What follows belongs to an exercise in optimizing a design on an open flow for small area; a production flow would make more cautious choices.
RTL that was checked went through simulation tests only; none was proved equivalent to the original.
Function not checked in runs 1 to 3 and 7: the RTL went through the layout flow alone.
Power and IR drop assume default switching activity.

$ cat design/flow/flow/run.sh
#!/bin/bash
# Standard layout, with plain buffers on the ports instead of the delay cells
# buffer_ports picks by default. Every port still gets its own buffer.
set -e
export BUFFER_PORTS_ARGS="-buffer_cell sky130_fd_sc_hd__buf_2"
bash standard.sh > standard.log 2>&1
$ cat design/flow/standard.sh
#!/bin/bash
# synth_recipe.tcl (not shown) runs the flow's synth.tcl, then flattens the netlist and writes it again
# the make line also repeats each setting of config.mk as NAME=value (left out here)
make -C /OpenROAD-flow-scripts/flow DESIGN_CONFIG=/design/flow/config.mk WORK_HOME=/design/flow/orfs CLKGATE_MAP_FILE= SYNTH_SCRIPT=/design/flow/synth_recipe.tcl "${@:-finish}"
$ cat design/flow/config.mk
export PLATFORM = sky130hd
export DESIGN_NAME = misp_cpu_top
export DESIGN_NICKNAME = misp_cpu_top
export VERILOG_FILES = /design/flow/design.v
export SDC_FILE = /design/flow/constraint.sdc
export NUM_CORES = 8
export LEC_CHECK = 0
export CAP_MARGIN = 20
export CORE_MARGIN = 2
export CORE_UTILIZATION = 40
export SETUP_SLACK_MARGIN = 0.3
export SLEW_MARGIN = 20
export SYNTH_HIERARCHICAL = 1
$ cat design/flow/constraint.sdc
create_clock -name core_clock -period 11.0 [get_ports {clk}]
set_input_delay 2.2000 -clock core_clock [delete_from_list [all_inputs] [get_ports {clk}]]
set_output_delay 2.2000 -clock core_clock [all_outputs]
set_load 0.01 [all_outputs]
$ cat design/flow/design.v
`timescale 1ns / 1ps
`timescale 1ns / 1ps
module mips32_adder (
    input  [31:0] g,
    input  [31:0] p,
    input         cin,
    output [32:0] c
);
assign c[0] = cin;
genvar i;
generate
    for (i = 0; i < 32; i = i + 1) begin : ch
        assign c[i+1] = g[i] | (p[i] & c[i]);
    end
endgenerate
endmodule
`timescale 1ns / 1ps
`timescale 1ns / 1ps
`timescale 1ns / 1ps
`timescale 1ns / 1ps
`timescale 1ns / 1ps
`timescale 1ns / 1ps
module regfile_aoi3 (
    input  [2:0] s,
    input  [2:0] d,
    output       y
);
assign y = ~|(s & d);
endmodule
module regfile_rbit (
    input  [31:1] sel,
    input  [31:1] d,
    output        y
);
wire [10:0] n;
genvar j;
generate
    for (j = 0; j < 10; j = j + 1) begin : g
        regfile_aoi3 a (.s(sel[3*j+3:3*j+1]), .d(d[3*j+3:3*j+1]), .y(n[j]));
    end
endgenerate
assign n[10] = ~(sel[31] & d[31]);
assign y = ~&n;
endmodule
module register_mips32 (
    input         clk,
    input  [4:0]  ra1,
    input  [4:0]  ra2,
    input  [4:0]  wa,
    input         we,
    input  [31:0] wd,
    output [31:0] rd1,
    output [31:0] rd2
);
reg  [31:0] data [31:1];
wire [31:1] s1, s2;
genvar k, b;
generate
    for (k = 1; k < 32; k = k + 1) begin : r
        always @(posedge clk)
            if (we && wa == k)
                data[k] <= wd;
        assign s1[k] = (ra1 == k);
        assign s2[k] = (ra2 == k);
    end
    for (b = 0; b < 32; b = b + 1) begin : c
        wire [31:1] col;
        for (k = 1; k < 32; k = k + 1) begin : e
            assign col[k] = data[k][b];
        end
        regfile_rbit p1 (.sel(s1), .d(col), .y(rd1[b]));
        regfile_rbit p2 (.sel(s2), .d(col), .y(rd2[b]));
    end
endgenerate
endmodule
`timescale 1ns / 1ps
module misp_cpu_top (
    input clk,
    input reset,
    output [31:0] outp,
    output [31:0] pc_p,
    input  [31:0] instr,
    output [31:0] dmem_addr,
    output [31:0] dmem_wdata,
    output        dmem_we,
    input  [31:0] dmem_rdata
);
wire [31:0] IR = instr;
wire [5:0] op = IR[31:26];
wire [5:0] fn = IR[5:0];
reg  [29:0] W;
wire [29:0] W_next;
always @(posedge clk or posedge reset)
    if (reset)
        W <= 30'd0;
    else
        W <= W_next;
assign pc_p = {W, 2'b00};
wire op_R   = ~op[5] & ~op[3] & ~op[2] & ~op[1] & ~op[0];    
wire op_imm = ~op[5] & ~op[4] & op[3];                       
wire op_clz = op[4] & ~op[0];                                
wire is_se  = op[4] & op[0];                                 
wire op_lui = op_imm & op[2] & op[1] & op[0];                
wire r_sum = fn[5] & ~fn[3] & ~fn[2];     
wire r_log = fn[5] & ~fn[3] &  fn[2];     
wire r_slt = fn[5] &  fn[3];              
wire b_rt  = ~op[3] & ~op[5];
wire b_imm = (op_imm & ~op_lui) | op[5];
wire b_lui = op_lui;
wire inv = op_R   ? (fn[1] & ~fn[2]) :
           op_imm ? (op[1] & ~op[2]) :
           (op_clz & fn[0]);
wire uns = op_R ? fn[0] : op[0];
wire k_sum = (op_R & r_sum) | (op_imm & ~op[2] & ~op[1]);
wire k_slt = (op_R & r_slt) | (op_imm & ~op[2] &  op[1]);
wire k_log = (op_R & r_log) | (op_imm & op[2]);
wire k_sh  = (op_R & ~fn[5]) | is_se;
wire k_clz = op_clz;
wire k_ld  = op[5];
wire [1:0] lf = op_R ? fn[1:0] : op[1:0];
wire lf_nor = op_R & lf[1] & lf[0];
wire wen_base = op[5] ? ~op[3] : (op[3] | (op[2:0] == 3'b000));
wire ovf_chk  = (op_R & fn[5] & ~fn[3] & ~fn[2] & ~fn[0]) |
                (op_imm & ~op[2] & ~op[1] & ~op[0]);
wire wa_rd    = op[4] | ~(op[3] | op[5]);
wire is_j  = ~op[5] & ~op[3] & ~op[2] & op[1];
wire is_br = ~op[5] & ~op[3] & (op[2] | op[0]);
wire [31:0] A, T, res;
wire ovf;
register_mips32 regfile (
    .clk(clk),
    .ra1(IR[25:21]),
    .ra2(IR[20:16]),
    .wa(wa_rd ? IR[15:11] : IR[20:16]),
    .we(wen_base & ~(ovf_chk & ovf)),
    .wd(res),
    .rd1(A),
    .rd2(T)
);
wire [31:0] B = ({32{b_rt}} & T) |
                ({32{b_imm}} & {{16{IR[15]}}, IR[15:0]}) |
                ({32{b_lui}} & {IR[15:0], 16'd0});
wire [31:0] Bx = B ^ {32{inv}};
wire [31:0] p = A ^ Bx;
wire [31:0] g = A & Bx;
genvar i;
wire [32:0] c;
mips32_adder add (
    .g(g),
    .p(p),
    .cin(inv),
    .c(c)
);
wire [31:0] sum = p ^ c[31:0];
wire [31:0] o = p | g;
wire [31:0] logic_out = (lf == 2'b00) ? g :
                        (lf == 2'b10) ? p :
                        (o ^ {32{lf_nor}});
wire less = p[31] ? ~c[31] : (A[31] ^ uns);
assign ovf = ~p[31] & (c[31] ^ A[31]);
wire [15:0] z1, c1;
generate
    for (i = 0; i < 16; i = i + 1) begin : lz1
        assign z1[i] = ~p[2*i+1] & ~p[2*i];
        assign c1[i] = ~p[2*i+1];
    end
endgenerate
wire [7:0] z2;
wire [15:0] c2;
generate
    for (i = 0; i < 8; i = i + 1) begin : lz2
        assign z2[i] = z1[2*i+1] & z1[2*i];
        assign c2[2*i+1:2*i] = z1[2*i+1] ? {1'b1, c1[2*i]} : {1'b0, c1[2*i+1]};
    end
endgenerate
wire [3:0] z3;
wire [11:0] c3;
generate
    for (i = 0; i < 4; i = i + 1) begin : lz3
        assign z3[i] = z2[2*i+1] & z2[2*i];
        assign c3[3*i+2:3*i] = z2[2*i+1] ? {1'b1, c2[4*i+1:4*i]} : {1'b0, c2[4*i+3:4*i+2]};
    end
endgenerate
wire [1:0] z4;
wire [7:0] c4;
generate
    for (i = 0; i < 2; i = i + 1) begin : lz4
        assign z4[i] = z3[2*i+1] & z3[2*i];
        assign c4[4*i+3:4*i] = z3[2*i+1] ? {1'b1, c3[6*i+2:6*i]} : {1'b0, c3[6*i+5:6*i+3]};
    end
endgenerate
wire z5 = z4[1] & z4[0];
wire [4:0] c5 = z4[1] ? {1'b1, c4[3:0]} : {1'b0, c4[7:4]};
wire [5:0] cnt = {z5, c5 & {5{~z5}}};
wire eq = z5;
wire sh_var = fn[2];
wire left   = ~fn[1] & ~op[4];
wire arith  = fn[0];
wire rotf   = fn[1] & ~fn[0] & (fn[2] ? IR[6] : IR[21]);
wire [4:0] sh = sh_var ? A[4:0] : IR[10:6];
wire [4:0] sh_r = left ? (5'd0 - sh) : sh;
wire [4:0] ra = is_se ? 5'd0 : sh_r;
wire [4:0] mask_t = ~(sh ^ {1'b0, is_se, 3'b000});
wire fill = arith ? T[31] : is_se & (IR[9] ? T[15] : T[7]);
wire [31:0] s0 = ra[0] ? {T[0],     T[31:1]}   : T;
wire [31:0] s1 = ra[1] ? {s0[1:0],  s0[31:2]}  : s0;
wire [31:0] s2 = ra[2] ? {s1[3:0],  s1[31:4]}  : s1;
wire [31:0] s3 = ra[3] ? {s2[7:0],  s2[31:8]}  : s2;
wire [31:0] s4 = ra[4] ? {s3[15:0], s3[31:16]} : s3;
wire [31:0] tm, sh_out;
generate
    for (i = 0; i < 32; i = i + 1) begin : msk
        assign tm[i] = (i <= mask_t);
    end
    for (i = 0; i < 32; i = i + 1) begin : sho
        wire keep = rotf | (left ? tm[31-i] : tm[i]);
        assign sh_out[i] = keep ? s4[i] : fill;
    end
endgenerate
assign res = ({32{k_sum}} & sum) |
             ({32{k_log}} & logic_out) |
             ({32{k_sh}}  & sh_out) |
             ({32{k_ld}}  & dmem_rdata) |
             {26'd0, {6{k_clz}} & cnt} |
             {31'd0, k_slt & less};
wire sign = A[31];
wire cond = op[2] ? ((op[1] ? (sign | eq) : eq) ^ op[0]) : (sign ^ IR[16]);
wire taken = is_br & cond;
wire sx = ~op[2] & IR[15];
wire [16:0] inc_lo = {1'b0, W[15:0]} + 17'd1;
wire [16:0] tgt_lo = {1'b0, W[15:0]} + {1'b0, IR[15:0]} + 17'd1;
wire [13:0] w_hi = W[29:16];
wire [13:0] w_up = w_hi + 14'd1;
wire [13:0] w_dn = w_hi - 14'd1;
wire up = taken ? (tgt_lo[16] & ~sx) : inc_lo[16];
wire dn = taken & ~tgt_lo[16] & sx;
assign W_next = is_j  ? {W[29:26], IR[25:0]} :
                {up ? w_up : dn ? w_dn : w_hi, taken ? tgt_lo[15:0] : inc_lo[15:0]};
assign outp = res;
assign dmem_addr = sum;
assign dmem_wdata = T;
assign dmem_we = op[5] & op[3];
endmodule
==> results.yml, run 1 <==
finish:
  stdcell_area_um2: 58300
  fillers: 10600
  drive_above_1_share: 0.206
  synthToLayoutAreaGrowth_pct: 19.5
  final_cell_mix: "edfxtp_1 (992), a222oi_1 (643), buf_4 (269), buf_2 (192), nand2_1 (191)"
  final_common_cell: "edfxtp_1"
  nets: 4102
clocking:
  cts_tree: "done"
  cts_sinks: 1022
  root_buffer: "clkbuf_16"
  clk_latency_ps: 730
  numCtsBuffers: 105
  ctsHtreeMaxLevel: 3
  cts_buffer_depth: 3
  clkTransAtPathRegs_ps: 60
  ctsHoldBuffers: 0
grt:
  antenna_found_initial: 11
  grt_max_degree: 67
  grt_pass1_vias: 38100
  grt_pass1_wl_mm: 291
  grt_use_total: 0.326
  overflow: 0
sta:
  grt_setup_unrepaired: "true"
  fmax_mhz: 92.7
  worstMarginPinSlew_ps: 1330
  worst_slack_ps: 213
  timing.final.crit_share: 0.981
  tns_ps: 0
  fin_crit_ps: 10790
  slew_violations: 0
  max_slew_margin: 0.114
  setup_viol: 0
  hold_viol: 0
  fin_skew_ps: 53.6
power:
  p_per_area_nw_per_um2: 187
  p_total_mw: 10.9
  vdd_ir_drop_max_mv: 0.140
  p_leak_nw: 20.2
floorplanning:
  initial_core_util: 0.402
  fp.dieW_um: 353
  fp.dieH_um: 353
  core_um2: 121000
  die_area_um2: 125000
  ios: 195
  rows: 128
job:
  drv_cap: 0
setup_path:
  start_kind: "input pin"
  crit_required_ps: 8800
  cp.arrival_ps: 8590
  cp_max_fo: 22
  crit_type: "input pin to primary output"
  cp-end-kind: "primary output"
detailed_routing:
  via_per_inst: 7.26
  vias: 41200
  postRouteAntennaNets: 0
  drt-initial-drc-count: 9835
  highest_layer: "met5"
  wl_per_cell_um: 37.3
  dr_wl_met2_mm: 89.4
  drt-met1-wl_mm: 73.9
  firstDrtPassIters: 13
  wl_mm: 212
  met3_length_mm: 32.1
  drc: 0
synthesis:
  synth_area_um2: 48700
  synthCells: 3450
  avgSynthCellArea_um2: 14.1
  ys_warn_count: 9
place:
  post-place-ws_ps: 64.4
  gp_congestion: 1.02
  dp_hpwl_mm: 141
  place_area_um2: 54600
  io_buffer_count: 192
worst_hold_path:
  hold_path.class: "flip-flop to flip-flop"
run_status:
  status: "finished clean"
worst paths after layout:
kind                                      start                   to  slack [ps]  cells past startpoint
min                                       W[29]                W[29]         470                      1
max                                   instr[18]             outp[19]         210                     24
min in group asynchronous                 reset                 W[7]        1570                      3
min reg2reg                               W[29]                W[29]         470                      1
max in group asynchronous                 reset                W[26]        9090                      3
max reg2reg                regfile.data[25][16]  regfile.data[16][9]        3640                     22
worst max-delay path, cell delays in order:
cell,delay [ps]
buf_2,230
nand3b_1,340
nor2_4,240
buf_4,260
a222oi_1,430
nand4_1,370
a2111o_2,610
a22o_1,240
xnor2_1,210
inv_1,70
ha_1,380
o21ai_1,170
o21ai_2,140
a21oi_4,240
o31ai_1,130
a21o_1,210
a21o_1,220
a221o_1,360
a21o_1,190
xor2_1,200
a221oi_2,450
nand3_2,260
buf_6,240
buf_2,170
per-layer routing:
layer | up-vias | GRT usage
li1 | 16500 | -
met1 | 20300 | 0.419
met2 | 3720 | 0.476
met3 | 638 | 0.0986
met4 | 8 | 0.215
met5 | - | 0
through the flow:
stage / hold WS [ps] / std cells / utilization
global placement: 455 / 5451 / 0.449
CTS: 480 / 5648 / 0.478
global route: 499 / 5665 / 0.480
detailed placement: 470 / 5451 / 0.449
floorplan: 507 / 3451 / -
finish: 471 / 5671 / 0.480
state kept, by name (all words and copies together), names as in the netlist:
register      cells
W                30
regfile.data    992
power by group:
part           internal, mW  switching, mW  total, mW
combinational         0.874           1.78       2.65
clock                  2.02           1.56       3.58
sequential             4.57          0.115       4.69
area by class of cell:
| type | instances | area (um^2) | area share |
|---|---|---|---|
| inverter | 87 | 329 | 0.00565 |
| antenna | 7 | 17.5 | 0.000301 |
| timing repair buffer | 496 | 3650 | 0.0626 |
| tap | 1625 | 2030 | 0.0349 |
| sequential | 1022 | 30500 | 0.524 |
| clock buffer | 130 | 2790 | 0.0479 |
| multi-input combinational | 2237 | 18300 | 0.313 |
| clock inverter | 67 | 647 | 0.0111 |
repair_timing:
action / CTS / global route
setup buffers: 0 / 15
setup endpoints to repair: 3 / 5
gates cloned: 0 / 1
resized for setup: 4 / 19
pin swaps: 0 / 18
==> run 2: changes to the inputs <==
==> design/flow/flow/run.sh (replaced) <==
#!/bin/bash
# Standard layout with: plain buffers on the ports (every port still gets its
# own buffer), and a clock tree with larger sink clusters and no dummy loads.
set -e
export BUFFER_PORTS_ARGS="-buffer_cell sky130_fd_sc_hd__buf_2"
export CTS_ARGS="-sink_clustering_enable -repair_clock_nets -sink_clustering_size 30 -sink_clustering_max_diameter 100 -sink_buffer_max_cap_derate 1.0 -buf_list sky130_fd_sc_hd__clkbuf_16 -dont_use_dummy_load"
bash standard.sh > standard.log 2>&1
==> run 2 against run 1 <==
  * Still clean on timing, DRC and antenna
  * Final cell count down 2.7%
  * Hold slack better by 6.3 ps
  * Fmax up 0.76%
  * Die area did not move
  * Clock skew grew 49 ps
  * Sequential power about the same
  * Synthesized area unchanged
  * Total power shrank 16%
  * Worst setup slack improved by 82 ps
  * Largest power group unchanged
  * Highest routed layer unchanged
==> results.yml, run 2 <==
sta:
  tns_ps: 0
  fmax_mhz: 93.4
  fin_skew_ps: 103
  max_slew_margin: 0.151
  worstMarginPinSlew_ps: 1270
  setup_viol: 0
  timing.final.crit_share: 0.973
  worst_slack_ps: 295
  fin_hold_ws_ps: 478
  grt_setup_unrepaired: "true"
  fin_crit_ps: 10710
  hold_viol: 0
  slew_violations: 0
finish:
  nets: 4038
  fillers: 10800
  drive_above_1_share: 0.186
  multiInputGateArea_um2: 18300
  final_core_util: 0.461
  stdcell_area_um2: 55900
  largest_register_ffs: 992
  final_cell_mix: "edfxtp_1 (992), a222oi_1 (643), buf_4 (266), buf_2 (192), nand2_1 (191)"
  top_regs: "regfile.data x992, W x30"
  final_common_cell: "edfxtp_1"
  synthToLayoutAreaGrowth_pct: 14.7
  largest_register: "regfile.data"
  fin_cells: 5520
  register_area_um2: 30500
setup_path:
  cp.arrival_ps: 8510
  cp_max_fo: 26
  cp-end-kind: "primary output"
  worstPathCellList: "buf_2, or3b_1, nor2_4, a222oi_1, nand4_1, a2111o_1, a22o_1, xnor2_1, inv_1, ha_1, buf_4, o2111a_1, a21oi_4, o31ai_1, a21o_1, a21o_1, a221o_1, a21o_1, xor2_1, a221oi_2, nand3_2, buf_6, buf_2"
  crit_type: "input pin to primary output"
  cpMaxStageDelayCell: "nor2_4"
  crit_required_ps: 8800
  slowest_delay_ps: 850
  start_kind: "input pin"
  cpMostUsedCell: "a21o_1"
grt:
  grt_max_degree: 67
  grt_pass1_wl_mm: 287
  antenna_found_initial: 12
  grt_pass1_vias: 37300
  grt_use_total: 0.321
  overflow: 0
detailed_routing:
  firstDrtPassIters: 12
  vias: 40300
  wl_mm: 209
  via_per_inst: 7.31
  drc: 0
  drt-initial-drc-count: 9433
  postRouteAntennaNets: 0
  wl_per_cell_um: 37.9
power:
  p_total_mw: 9.19
  vdd_ir_drop_max_mv: 0.114
  p_leak_nw: 19.0
  p_per_area_nw_per_um2: 164
clocking:
  clk_latency_ps: 700
  root_buffer: "clkbuf_16"
  cts_sinks: 1022
  cts_tree: "done"
  cts_buffer_depth: 3
  ctsHtreeMaxLevel: 2
  clkTransAtPathRegs_ps: 110
  ctsHoldBuffers: 0
  numCtsBuffers: 43
run_status:
  status: "finished clean"
place:
  io_buffer_count: 192
  gp_congestion: 1.02
  place_area_um2: 54600
  dp_hpwl_mm: 141
  post-place-ws_ps: 64.4
  place_inst: 5451
synthesis:
  synth_area_um2: 48700
  synthCells: 3450
  avgSynthCellArea_um2: 14.1
  ys_warn_count: 9
floorplanning:
  ios: 195
  die_area_um2: 125000
  fp.dieW_um: 353
  core_um2: 121000
  initial_core_util: 0.402
  fp.dieH_um: 353
  rows: 128
worst_hold_path:
  hold_path.class: "flip-flop to flip-flop"
job:
  drv_cap: 0
## run 2: cell type report
| type | count | area share |
|---|---|---|
| multi-input combinational | 2237 | 0.327 |
| sequential | 1022 | 0.546 |
| inverter | 87 | 0.00589 |
| tap | 1625 | 0.0364 |
| timing repair buffer | 494 | 0.0652 |
| clock buffer | 43 | 0.0192 |
| antenna | 12 | 0.000537 |
## run 2: final timing paths
| path | slack (ps) | depth (start not counted) | start | to |
|---|---|---|---|---|
| setup reg to reg | 3640 | 22 | regfile.data[13][4] | regfile.data[16][16] |
| hold / removal | 480 | 1 | W[29] | W[29] |
| setup / recovery | 290 | 23 | instr[16] | outp[19] |
| min in group asynchronous | 1650 | 3 | reset | W[29] |
| max in group asynchronous | 9010 | 3 | reset | W[13] |
| hold reg to reg | 480 | 1 | W[29] | W[29] |
## run 2: what timing repair did
action	4_1_cts	5_1_grt
setup buffers	0	13
gates cloned	0	1
pin swaps	0	17
gates resized for setup	3	17
endpoints found under the setup margin	3	6
## run 2: power by group
part / switching, mW / internal [mW]
logic: 1.77 / 0.874
clock network: 1.17 / 0.705
registers: 0.114 / 4.56
total: 3.05 / 6.14
## run 2: layer usage
| layer | global-route usage | part of all wire | vias to the layer above | routed length [um] |
|---|---|---|---|---|
| met4 | 0.195 | 0.074 | 4 | 15500 |
| met1 | 0.414 | 0.35 | 20000 | 73200 |
| li1 | - | - | 16300 | - |
| met5 | 0 | 0.00037 | - | 78 |
| met2 | 0.476 | 0.43 | 3471 | 89100 |
| met3 | 0.0995 | 0.15 | 553 | 31300 |
## run 2: worst max-delay path, delay by kind of cell
kind	cells	cell delay (ps)
buffers and inverters	5	900
AO/OA/AOI/OAI	11	2750
adder cells (fa/ha/maj)	1	370
XOR/XNOR	2	340
AND/OR/NAND/NOR	4	1920
==> run 3: changes to the inputs <==
==> design/flow/flow/run.sh (replaced) <==
#!/bin/bash
# Standard layout with: plain buffers on the ports (every port still gets its
# own buffer), and a clock tree with larger sink clusters and no dummy loads.
set -e
export BUFFER_PORTS_ARGS="-buffer_cell sky130_fd_sc_hd__buf_2"
export CTS_ARGS="-sink_clustering_enable -repair_clock_nets -sink_clustering_size 26 -sink_clustering_max_diameter 100 -sink_buffer_max_cap_derate 1.0 -buf_list sky130_fd_sc_hd__clkbuf_16 -dont_use_dummy_load"
bash standard.sh > standard.log 2>&1
--- a/design/flow/config.mk
+++ b/design/flow/config.mk
@@ -8,6 +8,6 @@
 export CAP_MARGIN = 20
 export CORE_MARGIN = 2
-export CORE_UTILIZATION = 40
-export SETUP_SLACK_MARGIN = 0.3
+export CORE_UTILIZATION = 55
+export SETUP_SLACK_MARGIN = 0.1
 export SLEW_MARGIN = 20
 export SYNTH_HIERARCHICAL = 1
==> run 3 against run 2 <==
  * Register-to-register slack better by 200 ps
  * Hold slack better by 19 ps
  * Synthesized cell count stayed put
  * Synthesized area stayed put
  * Sequential cell count stayed put
  * Sequential share of layout area is 0.59 points higher
  * Clock skew is 29 ps lower
  * Critical path depth is 1 higher
  * Worst setup slack worse by 94 ps
  * Die area is 27% lower
==> results.yml, run 3 <==
setup_path:
  crit_end: "outp[19]"
  cpMaxStageDelayCell: "a2111o_1"
  slowest_delay_ps: 610
  rrSetupSlack_ps: 3840
  cp-end-kind: "primary output"
  cp.arrival_ps: 8600
  cpMostUsedCell: "a21o_1"
  r2r-start: "regfile.data[19][19]"
  start_kind: "input pin"
  worstSetupStartpoint: "instr[20]"
  reg2reg_to: "regfile.data[22][16]"
  crit_required_ps: 8800
  cp_max_fo: 13
  r2r_cells: 22
  crit_type: "input pin to primary output"
  worstPathCellList: "clkbuf_4, nand2b_2, buf_4, nor2_4, buf_4, a222oi_1, nand4_1, a2111o_1, a22o_1, xnor2_1, inv_1, ha_1, o21ai_1, o21ai_1, a21oi_2, o31ai_1, a21o_1, a21o_1, a221o_1, a21o_1, xor2_1, a221oi_1, nand3_2, buf_2"
grt:
  grt_max_degree: 67
  met1_usage: 0.579
  grt.busiest_layer: "met2"
  met2_usage: 0.636
  grt_util_met3: 0.140
  overflow: 0
  grt_use_total: 0.439
  antenna_found_initial: 11
  grt_pass1_vias: 38200
  grt_pass1_wl_mm: 283
detailed_routing:
  vias: 41300
  drc: 0
  via_per_inst: 8.18
  wl_mm: 206
  postRouteAntennaNets: 0
  drt-initial-drc-count: 12000
  firstDrtPassIters: 14
  wl_per_cell_um: 40.9
finish:
  drive_above_1_share: 0.184
  top_regs: "regfile.data x992, W x30"
  final_common_cell: "edfxtp_1"
  nets: 4030
  fin_cells: 5043
  final_cell_mix: "edfxtp_1 (992), a222oi_1 (643), buf_4 (246), nand2_1 (191), buf_2 (191)"
  largest_register: "regfile.data"
  largest_register_ffs: 992
  final_core_util: 0.628
  synthToLayoutAreaGrowth_pct: 13.5
synthesis:
  synthCells: 3450
  ys_warn_count: 9
  avgSynthCellArea_um2: 14.1
  synth_area_um2: 48700
place:
  gp_congestion: 1.08
  dp_hpwl_mm: 143
  io_buffer_count: 192
  place_inst: 4992
floorplanning:
  ios: 195
  fp.dieH_um: 302
  die_area_um2: 91000
  core_um2: 88100
  rows: 109
  initial_core_util: 0.553
  fp.dieW_um: 302
sta:
  fmax_mhz: 92.6
  fin_crit_ps: 10800
  grt_setup_unrepaired: "true"
  timing.final.crit_share: 0.982
  setup_viol: 0
  tns_ps: 0
  max_slew_margin: 0.118
  hold_viol: 0
  slew_violations: 0
  fin_skew_ps: 73.9
  worstMarginPinSlew_ps: 1320
  fin_hold_ws_ps: 497
clocking:
  clk_latency_ps: 660
  root_buffer: "clkbuf_16"
  cts_buffer_depth: 3
  numCtsBuffers: 46
  cts_sinks: 1022
  ctsHtreeMaxLevel: 2
  cts_tree: "done"
  clkTransAtPathRegs_ps: 110
power:
  p_per_area_nw_per_um2: 167
  vdd_ir_drop_max_mv: 0.184
  p_leak_nw: 19.0
job:
  drv_cap: 0
worst_hold_path:
  hold_path.class: "flip-flop to flip-flop"
  hold_depth: 1
run_status:
  status: "finished clean"
==> run 3: power breakdown <==
| part | leakage (nW) | internal (mW) | total [mW] | switching (mW) |
|---|---|---|---|---|
| clock | 0.567 | 0.750 | 1.90 | 1.15 |
| combinational | 9.08 | 0.863 | 2.64 | 1.78 |
| sequential | 9.39 | 4.56 | 4.68 | 0.118 |
| total | 19.0 | 6.18 | 9.22 | 3.05 |
==> run 3: metal layers <==
metal | share of wire | routed length, um
met1 | 0.34 | 69900
met2 | 0.42 | 86200
met3 | 0.16 | 33700
met4 | 0.078 | 16100
met5 | 0.00048 | 98
==> run 3: through the flow <==
stage,setup WS [ps],cell area (um^2),total power [mW]
after floorplan,1020,48700,6.13
after global placement,453,54100,7.24
after detailed placement,365,54100,7.30
after CTS,357,55200,9.12
after global routing,79.5,55300,9.48
final,201,55300,9.22
==> run 3: final cells by class <==
| type | instances | area [um^2] |
|---|---|---|
| Multi-Input combinational cell | 2236 | 18100 |
| Fill cell | 6714 | 32800 |
| Sequential cell | 1022 | 30500 |
| Timing Repair Buffer | 484 | 3710 |
| Antenna cell | 3 | 7.51 |
| Clock buffer | 46 | 1150 |
| Tap cell | 1165 | 1460 |
| Inverter | 87 | 329 |
==> run 3: repair_timing <==
action	in CTS	in global routing
endpoints found under the setup margin	0	7
buffers inserted	0	2
hold buffers	0	0
gates resized for setup	0	12
==> run 3: how the worst min path moves through the flow <==
| stage | from | end | slack (ps) |
|---|---|---|---|
| final | W[29] | W[29] | 500 |
| after global routing | W[29] | W[29] | 540 |
| after global placement | W[29] | W[29] | 460 |
| after detailed placement | W[29] | W[29] | 490 |
| after floorplan | W[29] | W[29] | 510 |
| after CTS | W[29] | W[29] | 510 |
==> run 3: critical path, delay by kind of cell <==
family / cells / cell delay (ps)
compound gates: 12 / 3300
buf+inv: 5 / 1100
xor+xnor: 2 / 380
fa+ha+maj: 1 / 390
simple gates: 4 / 1190
==> run 4: changes to the inputs <==
--- a/design/flow/design.v
+++ b/design/flow/design.v
@@ -230,11 +230,17 @@
 wire [16:0] inc_lo = {1'b0, W[15:0]} + 17'd1;
 wire [16:0] tgt_lo = {1'b0, W[15:0]} + {1'b0, IR[15:0]} + 17'd1;
-wire [13:0] w_hi = W[29:16];
-wire [13:0] w_up = w_hi + 14'd1;
-wire [13:0] w_dn = w_hi - 14'd1;
 wire up = taken ? (tgt_lo[16] & ~sx) : inc_lo[16];
 wire dn = taken & ~tgt_lo[16] & sx;
+wire [13:0] w_hi = W[29:16];
+wire [14:0] hc;
+assign hc[0] = up | dn;
+generate
+    for (i = 0; i < 14; i = i + 1) begin : hic
+        assign hc[i+1] = (w_hi[i] ^ dn) & hc[i];
+    end
+endgenerate
+wire [13:0] n_hi = w_hi ^ hc[13:0];
 assign W_next = is_j  ? {W[29:26], IR[25:0]} :
-                {up ? w_up : dn ? w_dn : w_hi, taken ? tgt_lo[15:0] : inc_lo[15:0]};
+                {n_hi, taken ? tgt_lo[15:0] : inc_lo[15:0]};
 assign outp = res;
 assign dmem_addr = sum;
--- a/design/flow/flow/run.sh
+++ b/design/flow/flow/run.sh
@@ -5,3 +5,4 @@
 export BUFFER_PORTS_ARGS="-buffer_cell sky130_fd_sc_hd__buf_2"
 export CTS_ARGS="-sink_clustering_enable -repair_clock_nets -sink_clustering_size 26 -sink_clustering_max_diameter 100 -sink_buffer_max_cap_derate 1.0 -buf_list sky130_fd_sc_hd__clkbuf_16 -dont_use_dummy_load"
+export RECOVER_POWER=50
 bash standard.sh > standard.log 2>&1
--- a/design/flow/config.mk
+++ b/design/flow/config.mk
@@ -9,5 +9,5 @@
 export CORE_MARGIN = 2
 export CORE_UTILIZATION = 55
-export SETUP_SLACK_MARGIN = 0.1
+export SETUP_SLACK_MARGIN = 0.2
 export SLEW_MARGIN = 20
 export SYNTH_HIERARCHICAL = 1
==> run 4 against run 3 <==
  * Now fails the layout checks on capacitance limit, slew limit
  * Final area fell by 1.4%
  * Register-to-register slack worse by 470 ps
  * Sequential cell count is the same
  * Hold slack lost 9.2 ps
  * Critical path depth grew 1
  * Highest routed layer unchanged
  * Utilization is 0.77 points lower
  * Critical path type unchanged
  * First-iteration DRC count shrank 6.9%
==> results.yml, run 4 <==
finish:
  stdcell_area_um2: 54500
  drive_above_1_share: 0.146
  top_regs: "regfile.data x992, W x30"
  final_common_cell: "edfxtp_1"
  largest_register: "regfile.data"
  fin_cells: 4951
  fillers: 6650
  register_area_um2: 30500
  nets: 3934
  multiInputGateArea_um2: 18000
  synthToLayoutAreaGrowth_pct: 12.1
  largest_register_ffs: 992
  final_cell_mix: "edfxtp_1 (992), a222oi_1 (668), nand2_1 (176), buf_4 (151), buf_2 (148)"
job:
  drv_cap: 14
sta:
  fin_skew_ps: 79.0
  fin_crit_ps: 10870
  fin_hold_ws_ps: 488
  grt_setup_unrepaired: "false"
  fmax_mhz: 92.0
  slew_violations: 448
  worstMarginPinSlew_ps: 1920
  timing.final.crit_share: 0.989
  max_slew_margin: -0.282
  hold_viol: 0
  worst_slack_ps: 125
  setup_viol: 0
  tns_ps: 0
synthesis:
  synthCells: 3393
  avgSynthCellArea_um2: 14.3
  synth_area_um2: 48600
  ys_warn_count: 9
floorplanning:
  die_area_um2: 90800
  fp.dieH_um: 301
  core_um2: 88000
  ios: 195
  initial_core_util: 0.553
  rows: 109
  fp.dieW_um: 301
setup_path:
  crit_required_ps: 8800
  crit_type: "input pin to primary output"
  cp_max_fo: 31
  critPathTopFamily: "compound AO/OA/AOI/OAI gates"
  slowest_delay_ps: 610
  cpMaxStageDelayCell: "a2111o_2"
  cp.arrival_ps: 8670
  crit_buf_inv: 6
  cp-end-kind: "primary output"
  start_kind: "input pin"
run_status:
  status: "complete, but fails checks"
  so.violations: "capacitance limit, slew limit"
clocking:
  ctsHtreeMaxLevel: 2
  cts_sinks: 1022
  cts_buffer_depth: 3
  root_buffer: "clkbuf_16"
  clk_latency_ps: 650
  cts_tree: "done"
  clkTransAtPathRegs_ps: 100
  ctsHoldBuffers: 0
  numCtsBuffers: 46
detailed_routing:
  firstDrtPassIters: 15
  vias: 40500
  drt-initial-drc-count: 11200
  wl_mm: 209
  postRouteAntennaNets: 0
  wl_per_cell_um: 42.1
  via_per_inst: 8.17
  drc: 0
power:
  p_sw_frac: 0.327
  p_leak_nw: 18.5
  p_int_mw: 6.12
  p_per_area_nw_per_um2: 167
  p_sw_mw: 2.97
  combPwrFrac: 0.278
  seqPwrFrac: 0.513
  power_frac_clock: 0.210
  vdd_ir_drop_max_mv: 0.172
worst_hold_path:
  hold_path.class: "flip-flop to flip-flop"
grt:
  overflow: 0
  grt_max_degree: 39
  grt_use_total: 0.448
  grt_pass1_vias: 38300
  antenna_found_initial: 8
  grt_pass1_wl_mm: 287
place:
  dp_hpwl_mm: 137
  gp_congestion: 1.03
  place_inst: 4884
  post-place-ws_ps: 240
  io_buffer_count: 192
  place_area_um2: 53500
run 4: repair_timing:
| item | CTS | global route |
|---|---|---|
| setup endpoints to repair | 0 | 12 |
| hold endpoints to repair | 0 | 0 |
| setup buffers | 0 | 10 |
| gates resized for setup | 0 | 13 |
run 4: final cells by class:
type,count,area share
Sequential cell,1022,0.560
Multi-Input combinational cell,2184,0.330
Timing Repair Buffer,442,0.0563
Tap cell,1165,0.0267
Clock buffer,46,0.0211
Inverter,87,0.00599
Antenna cell,5,0.000229
run 4: power by group through the flow:
stage          registers, mW  clock network [mW]  logic, mW
2_1_floorplan           4.74                   0       1.36
5_1_grt                 4.67                2.02       2.64
3_3_place_gp            4.72                   0       2.44
6_report                4.66                1.90       2.52
4_1_cts                 4.64                1.91       2.48
3_5_place_dp            4.72                   0       2.47
run 4: worst paths after layout:
path / endpoint / cells after the start / slack, ps / startpoint
hold reg to reg: W[29] / 1 / 490 / W[29]
setup reg to reg: regfile.data[3][16] / 22 / 3370 / regfile.data[22][1]
max in group asynchronous: W[2] / 3 / 7700 / reset
hold / removal: W[29] / 1 / 490 / W[29]
setup / recovery: outp[31] / 25 / 130 / instr[17]
min in group asynchronous: W[23] / 3 / 2190 / reset
run 4: per-stage QoR:
stage	total power, mW	util
2_1_floorplan	6.09	-
3_3_place_gp	7.16	0.608
6_report	9.08	0.620
4_1_cts	9.02	0.621
3_5_place_dp	7.19	0.608
5_1_grt	9.34	0.620
run 4: worst register-to-register path: stages (launching register included):
cell and delay [ps]:
edfxtp_1 410, a222oi_1 450, nand4_1 380, a2111o_2 620, a22o_1 240, xnor2_1 210
inv_1 80, ha_1 290, o21ai_0 280, o21ai_1 210, a21oi_2 310, o211ai_2 160
a41o_1 250, a221o_1 380, a31o_1 280, a21o_1 280, xnor2_1 260, nor3_1 80
nor3_1 350, buf_4 270, or4b_1 630, nor2_4 550, buf_12 320
run 4: layer usage:
metal | track usage | wire, um
met1 | 0.569 | 67700
met2 | 0.654 | 87500
met3 | 0.135 | 33600
met4 | 0.323 | 19500
met5 | 0 | 184
==> run 5: changes to the inputs <==
--- a/design/flow/flow/run.sh
+++ b/design/flow/flow/run.sh
@@ -5,4 +5,3 @@
 export BUFFER_PORTS_ARGS="-buffer_cell sky130_fd_sc_hd__buf_2"
 export CTS_ARGS="-sink_clustering_enable -repair_clock_nets -sink_clustering_size 26 -sink_clustering_max_diameter 100 -sink_buffer_max_cap_derate 1.0 -buf_list sky130_fd_sc_hd__clkbuf_16 -dont_use_dummy_load"
-export RECOVER_POWER=50
 bash standard.sh > standard.log 2>&1
==> run 5 against run 4 <==
  * Now clean on timing, DRC and antenna
  * Largest power group unchanged
  * Synthesized area stayed put
  * Final area is 0.57% higher
  * Count of clock-buffer cells in the layout stayed put
==> results.yml, run 5 <==
floorplanning:
  fp.dieW_um: 301
  core_um2: 88000
  ios: 195
  die_area_um2: 90800
  rows: 109
  initial_core_util: 0.553
  fp.dieH_um: 301
power:
  p_leak_nw: 18.9
  p_sw_frac: 0.326
  p_sw_mw: 2.97
  seqPwrFrac: 0.509
  p_int_mw: 6.15
  power_frac_clock: 0.209
  p_per_area_nw_per_um2: 166
  vdd_ir_drop_max_mv: 0.170
  combPwrFrac: 0.283
finish:
  top_regs: "regfile.data x992, W x30"
  largest_register_ffs: 992
  largest_register: "regfile.data"
  nets: 3934
  fillers: 6571
  drive_above_1_share: 0.175
  final_cell_mix: "edfxtp_1 (992), a222oi_1 (668), buf_4 (207), buf_2 (192), nand2_1 (176)"
  register_area_um2: 30500
  final_common_cell: "edfxtp_1"
  multiInputGateArea_um2: 18000
  synthToLayoutAreaGrowth_pct: 12.8
clocking:
  ctsHoldBuffers: 0
  cts_buffer_depth: 3
  numCtsBuffers: 46
  clkTransAtPathRegs_ps: 100
  root_buffer: "clkbuf_16"
  ctsHtreeMaxLevel: 2
  cts_sinks: 1022
  cts_tree: "done"
  clk_latency_ps: 650
place:
  dp_hpwl_mm: 137
  gp_congestion: 1.03
  post-place-ws_ps: 240
  io_buffer_count: 192
setup_path:
  crit_type: "input pin to primary output"
  start_kind: "input pin"
  cp_max_fo: 32
  cp-end-kind: "primary output"
  worstPathCellList: "buf_2, nand3b_1, buf_4, nor2_4, a222oi_1, nand4_1, a2111o_1, a221o_1, xnor2_1, inv_1, ha_1, a21o_1, a221oi_1, a22o_1, o211ai_2, a41o_1, a221o_1, a31o_1, a21o_1, xor2_1, a222oi_1, o211ai_1, buf_4, buf_2"
  cp.arrival_ps: 8600
  slowest_delay_ps: 860
  crit_required_ps: 8800
  cpMaxStageDelayCell: "nor2_4"
grt:
  grt_pass1_vias: 38300
  grt_max_degree: 39
  grt_use_total: 0.448
  overflow: 0
  grt_pass1_wl_mm: 287
  antenna_found_initial: 7
sta:
  fin_crit_ps: 10800
  timing.final.crit_share: 0.982
  max_slew_margin: 0.153
  fin_skew_ps: 80.8
  tns_ps: 0
  worstMarginPinSlew_ps: 1270
  fmax_mhz: 92.6
  grt_setup_unrepaired: "false"
  worst_slack_ps: 200
  slew_violations: 0
  hold_viol: 0
  setup_viol: 0
detailed_routing:
  drc: 0
  via_per_inst: 8.20
  wl_mm: 209
  vias: 40600
  postRouteAntennaNets: 0
  wl_per_cell_um: 42.2
  firstDrtPassIters: 16
  drt-initial-drc-count: 11100
synthesis:
  synthCells: 3393
  synth_area_um2: 48600
  avgSynthCellArea_um2: 14.3
  ys_warn_count: 9
worst_hold_path:
  hold_path.class: "flip-flop to flip-flop"
job:
  drv_cap: 0
run_status:
  status: "finished clean"
## run 5: per-stage QoR
stage           util  instance area (um^2)  cells  power, mW  hold WS, ps
3_5_place_dp   0.608                 53500   4884       7.19          474
3_3_place_gp   0.608                 53500   4884       7.16          456
5_1_grt        0.623                 54800   4946       9.37          510
6_report       0.624                 54900   4952       9.13          487
4_1_cts        0.621                 54600   4930       9.02          492
2_1_floorplan      -                 48600   3394       6.09          507
## run 5: power by group through the flow
stage | combinational [mW] | sequential [mW] | clock (mW)
6_report | 2.58 | 4.64 | 1.90
2_1_floorplan | 1.36 | 4.74 | 0
3_3_place_gp | 2.44 | 4.72 | 0
4_1_cts | 2.48 | 4.64 | 1.91
3_5_place_dp | 2.47 | 4.72 | 0
5_1_grt | 2.70 | 4.65 | 2.02
## run 5: what timing repair did
action | in CTS | in global routing
setup endpoints to repair | 0 | 12
gates resized for setup | 0 | 13
setup buffers | 0 | 10
## run 5: layout make-up
type,instances,share of cell area
Sequential cell,1022,0.557
Multi-Input combinational cell,2184,0.329
Timing Repair Buffer,442,0.0607
Tap cell,1165,0.0266
Clock buffer,46,0.0210
Inverter,87,0.00595
Antenna cell,6,0.000274
## run 5: worst max-delay path, delay by kind of cell
kind / cells / cell delay (ps)
XOR/XNOR: 2 / 350
buffers and inverters: 5 / 920
AND/OR/NAND/NOR: 3 / 1530
AO/OA/AOI/OAI: 13 / 3210
adder cells (fa/ha/maj): 1 / 350
## run 5: per-layer routing
layer	wire length [um]	GRT usage
met5	62	0
met4	19100	0.323
met3	33500	0.135
met2	88400	0.654
met1	68100	0.569
## run 5: worst paths after layout
kind | start | end | slack [ps] | cells after the start
worst max-delay path | instr[19] | outp[31] | 200 | 24
min in group asynchronous | reset | W[27] | 1650 | 3
max in group asynchronous | reset | W[2] | 8960 | 3
worst max register to register | regfile.data[28][16] | regfile.data[3][16] | 3400 | 22
worst min-delay path | W[29] | W[29] | 490 | 1
worst min register to register | W[29] | W[29] | 490 | 1
==> run 6: changes to the inputs <==
--- a/design/flow/config.mk
+++ b/design/flow/config.mk
@@ -6,8 +6,8 @@
 export NUM_CORES = 8
 export LEC_CHECK = 0
-export CAP_MARGIN = 20
+export CAP_MARGIN = 5
 export CORE_MARGIN = 2
 export CORE_UTILIZATION = 55
 export SETUP_SLACK_MARGIN = 0.2
-export SLEW_MARGIN = 20
+export SLEW_MARGIN = 5
 export SYNTH_HIERARCHICAL = 1
==> run 6 against run 5 <==
  * Final area barely moved
  * Total power barely moved
  * Final cell count is 0.14% lower
  * Largest power group unchanged
  * Via count about the same
  * Worst setup slack got worse by 25 ps
  * Critical path depth rose by 1
  * Count of clock-buffer cells in the layout unchanged
  * Clock power about the same
  * Synthesized area did not move
  * Non-clock buffer count is 6 lower
  * Hold slack got worse by 1.0 ps
  * Critical path type unchanged
  * Combinational power hardly changed
==> results.yml, run 6 <==
place:
  gp_congestion: 1.03
  io_buffer_count: 192
  dp_hpwl_mm: 136
sta:
  fin_crit_ps: 10830
  grt_setup_unrepaired: "false"
  hold_viol: 0
  setup_viol: 0
  worstMarginPinSlew_ps: 1290
  fmax_mhz: 92.4
  max_slew_margin: 0.139
  fin_skew_ps: 88.6
  slew_violations: 0
  timing.final.crit_share: 0.984
  fin_hold_ws_ps: 486
  tns_ps: 0
clocking:
  root_buffer: "clkbuf_16"
  ctsHtreeMaxLevel: 2
  ctsHoldBuffers: 0
  clk_latency_ps: 670
  cts_sinks: 1022
  numCtsBuffers: 46
  clkTransAtPathRegs_ps: 100
  cts_tree: "done"
  cts_buffer_depth: 3
finish:
  largest_register: "regfile.data"
  synthToLayoutAreaGrowth_pct: 12.7
  largest_register_ffs: 992
  final_core_util: 0.623
  final_cell_mix: "edfxtp_1 (992), a222oi_1 (668), buf_4 (204), buf_2 (192), nand2_1 (176)"
  final_common_cell: "edfxtp_1"
  nets: 3930
  top_regs: "regfile.data x992, W x30"
  drive_above_1_share: 0.175
detailed_routing:
  wl_per_cell_um: 42.4
  vias: 40600
  wl_mm: 210
  firstDrtPassIters: 23
  postRouteAntennaNets: 0
  drt-initial-drc-count: 11600
  via_per_inst: 8.21
  drc: 0
synthesis:
  ys_warn_count: 9
  synth_area_um2: 48600
  avgSynthCellArea_um2: 14.3
  synthCells: 3393
grt:
  grt_pass1_wl_mm: 286
  grt_use_total: 0.447
  grt_max_degree: 39
  overflow: 0
  antenna_found_initial: 6
  grt_pass1_vias: 38100
job:
  drv_cap: 0
setup_path:
  cp-end-kind: "primary output"
  crit_type: "input pin to primary output"
  r2r_cells: 22
  cp_max_fo: 31
  cp.arrival_ps: 8630
  start_kind: "input pin"
  crit_required_ps: 8800
floorplanning:
  fp.dieW_um: 301
  ios: 195
  core_um2: 88000
  initial_core_util: 0.553
  die_area_um2: 90800
  fp.dieH_um: 301
  rows: 109
worst_hold_path:
  hold_path.class: "flip-flop to flip-flop"
  hold_depth: 1
power:
  p_leak_nw: 18.8
  vdd_ir_drop_max_mv: 0.133
  p_per_area_nw_per_um2: 167
run_status:
  status: "finished clean"
## run 6: routing by layer
| metal | up-vias | track usage | part of all wire |
|---|---|---|---|
| met5 | - | 0 | 0.00020 |
| met4 | 6 | 0.319 | 0.093 |
| met3 | 857 | 0.140 | 0.16 |
| met2 | 4199 | 0.656 | 0.42 |
| met1 | 19600 | 0.563 | 0.32 |
| li1 | 15900 | - | - |
## run 6: timing repair
action / CTS / global route
gates cloned: 0 / 4
pin swaps: 0 / 29
endpoints found under the setup margin: 2 / 7
gates resized for setup: 3 / 21
buffers inserted: 0 / 8
## run 6: cell type report
type,instances,area (um^2)
flip-flops and latches,1022,30500
diodes,3,7.51
clock buffers,46,1150
fillers,6544,33100
inverters,87,327
repair buffers,436,3260
well taps,1165,1460
multi-input cells,2186,18100
## run 6: path summary, 6_finish.rpt
path                                 startpoint             endpoint  slack [ps]
setup reg to reg           regfile.data[28][16]  regfile.data[3][23]        3470
setup / recovery                      instr[17]             outp[31]         170
max in group asynchronous                 reset                 W[0]        8960
hold / removal                            W[29]                W[29]         490
hold reg to reg                           W[29]                W[29]         490
min in group asynchronous                 reset                W[27]        1630
## run 6: power breakdown
group	leakage, nW	internal, mW	total [mW]	switching, mW
clock	0.567	0.749	1.91	1.16
combinational	8.89	0.862	2.58	1.72
sequential	9.39	4.54	4.64	0.101
## run 6: worst max-delay path, stage by stage
cell      delay [ps]
buf_2            170
nand2_4          190
buf_4            260
nor2_2            80
buf_6            260
a222oi_1         560
nand4_1          380
a2111o_2         610
a22o_1           240
xnor2_1          210
inv_1             70
ha_1             290
o21ai_1          210
o21ai_1          190
a21oi_4          270
o211ai_2         150
a41o_1           250
a221o_1          370
a31o_1           290
a21o_4           260
xor2_1           160
a222oi_1         310
o211ai_1         210
buf_4            230
buf_2            150
## run 6: metrics by stage
step	power (mW)	cell area, um^2	instances	setup slack, ps
after global placement	7.16	53500	4884	189
after floorplan	6.09	48600	3394	955
after global routing	9.37	54800	4942	189
after CTS	9.01	54600	4930	240
final	9.13	54800	4945	174
after detailed placement	7.19	53500	4884	66.9
==> run 7: changes to the inputs <==
--- a/design/flow/design.v
+++ b/design/flow/design.v
@@ -230,17 +230,11 @@
 wire [16:0] inc_lo = {1'b0, W[15:0]} + 17'd1;
 wire [16:0] tgt_lo = {1'b0, W[15:0]} + {1'b0, IR[15:0]} + 17'd1;
+wire [13:0] w_hi = W[29:16];
+wire [13:0] w_up = w_hi + 14'd1;
+wire [13:0] w_dn = w_hi - 14'd1;
 wire up = taken ? (tgt_lo[16] & ~sx) : inc_lo[16];
 wire dn = taken & ~tgt_lo[16] & sx;
-wire [13:0] w_hi = W[29:16];
-wire [14:0] hc;
-assign hc[0] = up | dn;
-generate
-    for (i = 0; i < 14; i = i + 1) begin : hic
-        assign hc[i+1] = (w_hi[i] ^ dn) & hc[i];
-    end
-endgenerate
-wire [13:0] n_hi = w_hi ^ hc[13:0];
 assign W_next = is_j  ? {W[29:26], IR[25:0]} :
-                {n_hi, taken ? tgt_lo[15:0] : inc_lo[15:0]};
+                {up ? w_up : dn ? w_dn : w_hi, taken ? tgt_lo[15:0] : inc_lo[15:0]};
 assign outp = res;
 assign dmem_addr = sum;
==> design/flow/flow/run.sh (replaced) <==
#!/bin/bash
set -e
export BUFFER_PORTS_ARGS="-buffer_cell sky130_fd_sc_hd__buf_1"
export CTS_ARGS="-sink_clustering_enable -repair_clock_nets -sink_clustering_size 16 -sink_clustering_max_diameter 60 -sink_buffer_max_cap_derate 1.0 -buf_list sky130_fd_sc_hd__clkbuf_8 -dont_use_dummy_load"
bash standard.sh > standard.log 2>&1
==> design/flow/config.mk (replaced) <==
export PLATFORM = sky130hd
export DESIGN_NAME = misp_cpu_top
export DESIGN_NICKNAME = misp_cpu_top
export VERILOG_FILES = /design/flow/design.v
export SDC_FILE = /design/flow/constraint.sdc
export NUM_CORES = 8
export LEC_CHECK = 0
export CAP_MARGIN = 20
export CORE_MARGIN = 2
export CORE_UTILIZATION = 40
export SETUP_SLACK_MARGIN = 0.3
export SLEW_MARGIN = 20
export SYNTH_HIERARCHICAL = 1
==> run 7 against run 6 <==
  * Fmax rose by 1.0%
  * Hold slack got worse by 17 ps
  * Final area rose by 2.3%
  * Largest cell class unchanged
  * Still clean on timing, DRC and antenna
  * Clock skew rose by 45 ps
  * Register-to-register slack got worse by 130 ps
  * Non-clock buffer count rose by 86
==> results.yml, run 7 <==
run_status:
  status: "finished clean"
finish:
  final_cell_mix: "edfxtp_1 (992), a222oi_1 (643), buf_4 (299), nand2_1 (190), buf_1 (182)"
  largest_register_ffs: 992
  fillers: 10900
  top_regs: "regfile.data x992, W x30"
  final_common_cell: "edfxtp_1"
  synthToLayoutAreaGrowth_pct: 15.1
  nets: 4122
  largest_register: "regfile.data"
  drive_above_1_share: 0.160
  stdcell_area_um2: 56100
place:
  place_area_um2: 54400
  gp_congestion: 1.03
  dp_hpwl_mm: 145
  io_buffer_count: 192
setup_path:
  crit_required_ps: 8800
  cp-end-kind: "primary output"
  crit_type: "input pin to primary output"
  cp.arrival_ps: 8510
  critPathTopFamily: "compound AO/OA/AOI/OAI gates"
  worstPathCellList: "buf_1, nand2b_2, nor2_4, buf_4, a222oi_1, nand4_1, a2111o_1, inv_1, ha_2, a21oi_1, o21ai_1, a21oi_2, o211ai_2, a41o_1, a221o_1, a31o_1, a21o_1, xor2_1, a221oi_1, nand3_1, buf_12, buf_1"
  cp_max_fo: 11
  slowest_delay_ps: 710
  start_kind: "input pin"
  cpMaxStageDelayCell: "a2111o_1"
  crit_buf_inv: 5
  cpMostUsedCell: "buf_1"
sta:
  max_slew_margin: 0.140
  setup_viol: 0
  fmax_mhz: 93.3
  tns_ps: 0
  grt_setup_unrepaired: "false"
  slew_violations: 0
  hold_viol: 0
  timing.final.crit_share: 0.974
  fin_skew_ps: 133
  worstMarginPinSlew_ps: 1290
  fin_crit_ps: 10710
job:
  drv_cap: 0
grt:
  grt_pass1_vias: 37100
  grt_use_total: 0.324
  grt_pass1_wl_mm: 288
  overflow: 0
  antenna_found_initial: 12
  grt_max_degree: 67
floorplanning:
  ios: 195
  initial_core_util: 0.402
  fp.dieW_um: 353
  fp.dieH_um: 353
  rows: 128
  die_area_um2: 125000
  core_um2: 121000
clocking:
  clk_latency_ps: 800
  cts_tree: "done"
  ctsHtreeMaxLevel: 3
  numCtsBuffers: 88
  cts_sinks: 1022
  root_buffer: "clkbuf_8"
  clkTransAtPathRegs_ps: 50
  cts_buffer_depth: 3
power:
  vdd_ir_drop_max_mv: 0.103
  p_leak_nw: 18.8
  p_per_area_nw_per_um2: 165
detailed_routing:
  drt-initial-drc-count: 10200
  drc: 0
  postRouteAntennaNets: 0
  wl_mm: 216
  via_per_inst: 7.37
  vias: 41300
  firstDrtPassIters: 22
  wl_per_cell_um: 38.5
synthesis:
  ys_warn_count: 9
  synth_area_um2: 48700
  avgSynthCellArea_um2: 14.1
  synthCells: 3450
worst_hold_path:
  hold_path.class: "flip-flop to flip-flop"
[run 7: changes by cell type in the layout (fill, tap and decap cells not counted), sizes merged, moves of 11 or more]
cell / delta
buf: +80
o21ai: +56
clkbuf: +48
a22oi: +32
a221oi: +28
xor2: -28
nand3: +27
a222oi: -25
mux2i: -21
nand2: +15
o211ai: -13
xnor2: -13
diode: +11
[run 7: repair_timing]
action / CTS / global route
hold buffers: 0 / 0
cloned: 2 / 10
endpoints found under the hold margin: 0 / 0
setup endpoints to repair: 3 / 14
gates resized for setup: 7 / 39
buffers inserted: 4 / 24
pin swaps: 9 / 41
[run 7: worst register-to-register path: cells and delay by family, from the launching register on]
kind                     cells  cell delay (ps)
buffers and inverters        3              640
AO/OA/AOI/OAI               10             2930
XOR/XNOR                     2              320
AND/OR/NAND/NOR              6             2670
flip-flops                   1              400
adder cells (fa/ha/maj)      1              380
[run 7: per-stage QoR]
stage | instances | hold slack, ps | utilization | setup slack, ps | power (mW)
after global placement | 5464 | 458 | 0.448 | 332 | 7.27
final | 5606 | 468 | 0.462 | 286 | 9.28
after detailed placement | 5464 | 464 | 0.448 | 170 | 7.29
after CTS | 5558 | 472 | 0.458 | 302 | 9.16
after floorplan | 3451 | 507 | - | 1020 | 6.13
after global routing | 5598 | 484 | 0.462 | 284 | 9.52
[run 7: layout make-up]
| class | count | area, um^2 | share of cell area |
|---|---|---|---|
| Timing Repair Buffer | 522 | 3610 | 0.0643 |
| Clock buffer | 88 | 1210 | 0.0216 |
| Antenna cell | 14 | 35.0 | 0.000624 |
| Inverter | 87 | 329 | 0.00587 |
| Sequential cell | 1022 | 30500 | 0.544 |
| Multi-Input combinational cell | 2248 | 18400 | 0.327 |
| Tap cell | 1625 | 2030 | 0.0362 |
[run 7: metal layers]
layer,GRT usage,share of wire
met1,0.427,0.35
met2,0.471,0.42
met3,0.0970,0.15
met4,0.192,0.074
met5,0,0.00024
[run 7: report_power, final]
part | internal [mW] | switching, mW
clock | 0.712 | 1.22
sequential | 4.56 | 0.118
combinational | 0.846 | 1.81
[run 7: final timing paths]
kind                                          start                  end  slack, ps  cells after the start
worst max register to register  regfile.data[28][9]  regfile.data[18][3]       3340                     22
worst max-delay path                      instr[24]             outp[31]        290                     22
worst min register to register                W[29]                W[29]        470                      1
min in group asynchronous                     reset                W[17]       1560                      3
worst min-delay path                          W[29]                W[29]        470                      1
max in group asynchronous                     reset                 W[8]       9080                      3
==> run 8: changes to the inputs <==
--- a/design/flow/design.v
+++ b/design/flow/design.v
@@ -230,11 +230,17 @@
 wire [16:0] inc_lo = {1'b0, W[15:0]} + 17'd1;
 wire [16:0] tgt_lo = {1'b0, W[15:0]} + {1'b0, IR[15:0]} + 17'd1;
-wire [13:0] w_hi = W[29:16];
-wire [13:0] w_up = w_hi + 14'd1;
-wire [13:0] w_dn = w_hi - 14'd1;
 wire up = taken ? (tgt_lo[16] & ~sx) : inc_lo[16];
 wire dn = taken & ~tgt_lo[16] & sx;
+wire [13:0] w_hi = W[29:16];
+wire [14:0] hc;
+assign hc[0] = up | dn;
+generate
+    for (i = 0; i < 14; i = i + 1) begin : hic
+        assign hc[i+1] = (w_hi[i] ^ dn) & hc[i];
+    end
+endgenerate
+wire [13:0] n_hi = w_hi ^ hc[13:0];
 assign W_next = is_j  ? {W[29:26], IR[25:0]} :
-                {up ? w_up : dn ? w_dn : w_hi, taken ? tgt_lo[15:0] : inc_lo[15:0]};
+                {n_hi, taken ? tgt_lo[15:0] : inc_lo[15:0]};
 assign outp = res;
 assign dmem_addr = sum;
==> design/flow/flow/run.sh (replaced) <==
#!/bin/bash
# Standard layout with: plain buffers on the ports (every port still gets its
# own buffer), a clock tree with larger sink clusters and no dummy loads,
# and abc run with
# flow/abc.script (see flow/synth.tcl).
set -e
export BUFFER_PORTS_ARGS="-buffer_cell sky130_fd_sc_hd__buf_2"
export CTS_ARGS="-sink_clustering_enable -repair_clock_nets -sink_clustering_size 26 -sink_clustering_max_diameter 100 -sink_buffer_max_cap_derate 1.0 -buf_list sky130_fd_sc_hd__clkbuf_16 -dont_use_dummy_load"
export FLOW_ABC_SCRIPT=$PWD/flow/abc.script
bash standard.sh SYNTH_SCRIPT=$PWD/flow/synth.tcl finish > standard.log 2>&1
==> design/flow/flow/abc.script (new file) <==
&get -n
&st
&dch
&nf 
&st
&syn2
&if -g -K 6
&synch2
&nf 
&st
&syn2
&if -g -K 6
&synch2
&nf 
&st
&syn2
&if -g -K 6
&synch2
&nf 
&st
&syn2
&if -g -K 6
&synch2
&nf 
&st
&syn2
&if -g -K 6
&synch2
&nf 
&put
topo
stime -c
==> design/flow/flow/synth.tcl (new file) <==
# The standard synthesis (synth_recipe.tcl), with one change: abc maps
# with flow/abc.script instead of ORFS's speed script. Registers are mapped
# before abc, so they are the same as the standard synthesis's.
proc synth {args} { yosys synth -nofsm -noshare {*}$args }
proc abc {args} {
  set i [lsearch -exact $args -script]
  if {$i >= 0} { set args [lreplace $args [expr {$i+1}] [expr {$i+1}] $::env(FLOW_ABC_SCRIPT)] }
  yosys abc {*}$args
}
source $::env(SCRIPTS_DIR)/synth.tcl
# left out here: clear keep_hierarchy, flatten, clean up, hide names made inside functions, write 1_2_yosys.v
--- a/design/flow/config.mk
+++ b/design/flow/config.mk
@@ -8,6 +8,6 @@
 export CAP_MARGIN = 20
 export CORE_MARGIN = 2
-export CORE_UTILIZATION = 40
-export SETUP_SLACK_MARGIN = 0.3
+export CORE_UTILIZATION = 55
+export SETUP_SLACK_MARGIN = 0.2
 export SLEW_MARGIN = 20
 export SYNTH_HIERARCHICAL = 1
==> run 8 against run 7 <==
  * Still clean
  * Utilization is 18 points higher
  * Combinational power grew 3%
  * Count of clock-buffer cells in the layout down 42
  * Sequential power shrank 0.9%
==> results.yml, run 8 <==
grt:
  overflow: 0
  antenna_found_initial: 14
  grt_pass1_vias: 37700
  grt_use_total: 0.455
  grt_max_degree: 39
  grt_pass1_wl_mm: 290
power:
  p_total_mw: 9.26
  p_int_mw: 6.20
  p_per_area_nw_per_um2: 166
  p_leak_nw: 19.3
  p_sw_frac: 0.330
  seqPwrFrac: 0.501
  p_sw_mw: 3.06
  power_frac_clock: 0.204
  vdd_ir_drop_max_mv: 0.131
  combPwrFrac: 0.295
detailed_routing:
  postRouteAntennaNets: 0
  firstDrtPassIters: 14
  drc: 0
  drt-initial-drc-count: 11900
  vias: 41600
  wl_mm: 213
  via_per_inst: 8.19
  wl_per_cell_um: 41.9
setup_path:
  cpMaxStageDelayCell: "nor2_2"
  start_kind: "input pin"
  r2r_cells: 23
  rrSetupSlack_ps: 3490
  crit_required_ps: 8800
  slowest_delay_ps: 970
  cp.arrival_ps: 8570
  cp_max_fo: 13
  r2r-start: "regfile.data[13][9]"
  cp-end-kind: "primary output"
  reg2reg_to: "regfile.data[19][18]"
  crit_type: "input pin to primary output"
sta:
  slew_violations: 0
  worst_slack_ps: 229
  fin_hold_ws_ps: 521
  fin_crit_ps: 10770
  timing.final.crit_share: 0.979
  worstMarginPinSlew_ps: 1260
  fin_skew_ps: 135
  hold_viol: 0
  max_slew_margin: 0.159
  tns_ps: 0
  fmax_mhz: 92.8
  setup_viol: 0
  grt_setup_unrepaired: "false"
finish:
  final_cell_mix: "edfxtp_1 (992), a222oi_1 (668), buf_4 (346), buf_2 (187), nand2_1 (175)"
  drive_above_1_share: 0.191
  largest_register_ffs: 992
  largest_register: "regfile.data"
  final_common_cell: "edfxtp_1"
  top_regs: "regfile.data x992, W x30"
  synthToLayoutAreaGrowth_pct: 15.8
  nets: 4067
run_status:
  status: "finished clean"
clocking:
  cts_sinks: 1022
  ctsHtreeMaxLevel: 2
  root_buffer: "clkbuf_16"
  cts_tree: "done"
  clkTransAtPathRegs_ps: 90
  ctsHoldBuffers: 0
  clk_latency_ps: 670
  numCtsBuffers: 46
  cts_buffer_depth: 3
job:
  drv_cap: 0
synthesis:
  ys_warn_count: 9
  synthCells: 3293
  synth_area_um2: 48200
  avgSynthCellArea_um2: 14.6
floorplanning:
  ios: 195
  core_um2: 86800
  rows: 108
  fp.dieH_um: 300
  initial_core_util: 0.555
  fp.dieW_um: 300
  die_area_um2: 90000
worst_hold_path:
  holdPathEnd: "W[29]"
  hold_path.class: "flip-flop to flip-flop"
  worstHoldStart: "W[29]"
  hold_depth: 1
place:
  io_buffer_count: 192
  post-place-ws_ps: 184
  gp_congestion: 1.05
  dp_hpwl_mm: 147
[run 8: cell types whose count changed in the layout (fill, tap and decap cells not counted), sizes merged, moves of 27 or more]
cell / delta
clkbuf: -43
nand3: -27
xor2: +28
a22oi: -32
buf: +50
o21ai: -56
a221oi: -28
clkinv: +87
inv: -87
[run 8: metal layers]
layer  up-vias  GRT usage  share of wire
met1     20300      0.602           0.34
met5         -          0        0.00047
met3       792      0.142           0.17
met4        14      0.264          0.081
met2      4247      0.667           0.42
li1      16200          -              -
[run 8: through the flow]
| step | instances | instance area (um^2) | util |
|---|---|---|---|
| after floorplan | 3294 | 48200 | - |
| after global placement | 4994 | 54200 | 0.625 |
| after detailed placement | 4995 | 54300 | 0.625 |
| after CTS | 5043 | 55400 | 0.639 |
| after global routing | 5070 | 55800 | 0.643 |
| final | 5079 | 55800 | 0.643 |
[run 8: repair_timing]
action                     CTS  global route
setup endpoints to repair    1            12
pin swaps                    2            26
gates resized for setup      2            35
setup buffers                0            20
cloned                       2             4
[run 8: area by class of cell]
class	count	area (um^2)
well taps	1155	1450
multi-input cells	2188	18100
inverters	87	328
flip-flops and latches	1022	30500
diodes	10	25.0
clock buffers	46	1150
fillers	6363	31000
repair buffers	571	4200
[run 8: critical path, delay by kind of cell]
kind / cells / cell delay (ps)
AO/OA/AOI/OAI: 11 / 2590
XOR/XNOR: 1 / 140
AND/OR/NAND/NOR: 6 / 2210
buffers and inverters: 6 / 970
adder cells (fa/ha/maj): 1 / 440
[run 8: power groups by stage]
stage | registers (mW) | logic (mW) | clock network, mW
global placement | 4.71 | 2.55 | 0
floorplan | 4.74 | 1.32 | 0
finish | 4.64 | 2.73 | 1.89
global route | 4.65 | 2.82 | 2.00
CTS | 4.63 | 2.60 | 1.88
detailed placement | 4.72 | 2.59 | 0
[run 8: worst max-delay path by stage]
stage               endpoint  depth (start not counted)       from
floorplan           outp[31]                         18  instr[29]
global placement    outp[31]                         24  instr[16]
detailed placement  outp[31]                         25  instr[19]
CTS                 outp[31]                         25  instr[17]
global route         outp[0]                         27  instr[18]
finish               outp[0]                         25  instr[16]

## re-timing with driven ports
The flow's constraints put no driver on any port. The routed layouts listed below were extracted and timed again, unchanged, in two steps. Step 1: set_driving_cell puts a clkbuf_16 on clk and a buf_2 on each other input, an assumption about the parent block. Step 2, shift: input delay + t, output delay - t, t = (earliest + latest rising clock arrival at the registers) / 2. This alone moves slack from input paths to output paths. a / b / c = ideal ports / drivers / drivers and shift; a / b = the first two.
| run | t, ns | setup WS [ns] | clock arrival spread, ns | pins driven straight from the clock port |
|---|---|---|---|---|
| run 1 | 0.783 | 0.213 / 0.188 / 0.188 | 0.053 / 0.054 | 1 |
| run 2 | 0.717 | 0.295 / 0.264 / 0.264 | 0.103 / 0.102 | 1 |
| run 3 | 0.686 | 0.201 / 0.174 / 0.174 | 0.074 / 0.074 | 1 |
| run 4 | 0.685 | 0.125 / 0.104 / 0.104 | 0.079 / 0.079 | 1 |
| run 5 | 0.689 | 0.200 / 0.154 / 0.154 | 0.081 / 0.080 | 1 |
| run 6 | 0.698 | 0.174 / 0.152 / 0.152 | 0.089 / 0.089 | 1 |
| run 7 | 0.799 | 0.286 / 0.225 / 0.225 | 0.133 / 0.133 | 1 |
| run 8 | 0.680 | 0.229 / 0.196 / 0.196 | 0.135 / 0.135 | 1 |
For run 7, which loses most, drivers alone change the setup slack by -0.061 ns; drivers and shift together by -0.061 ns.
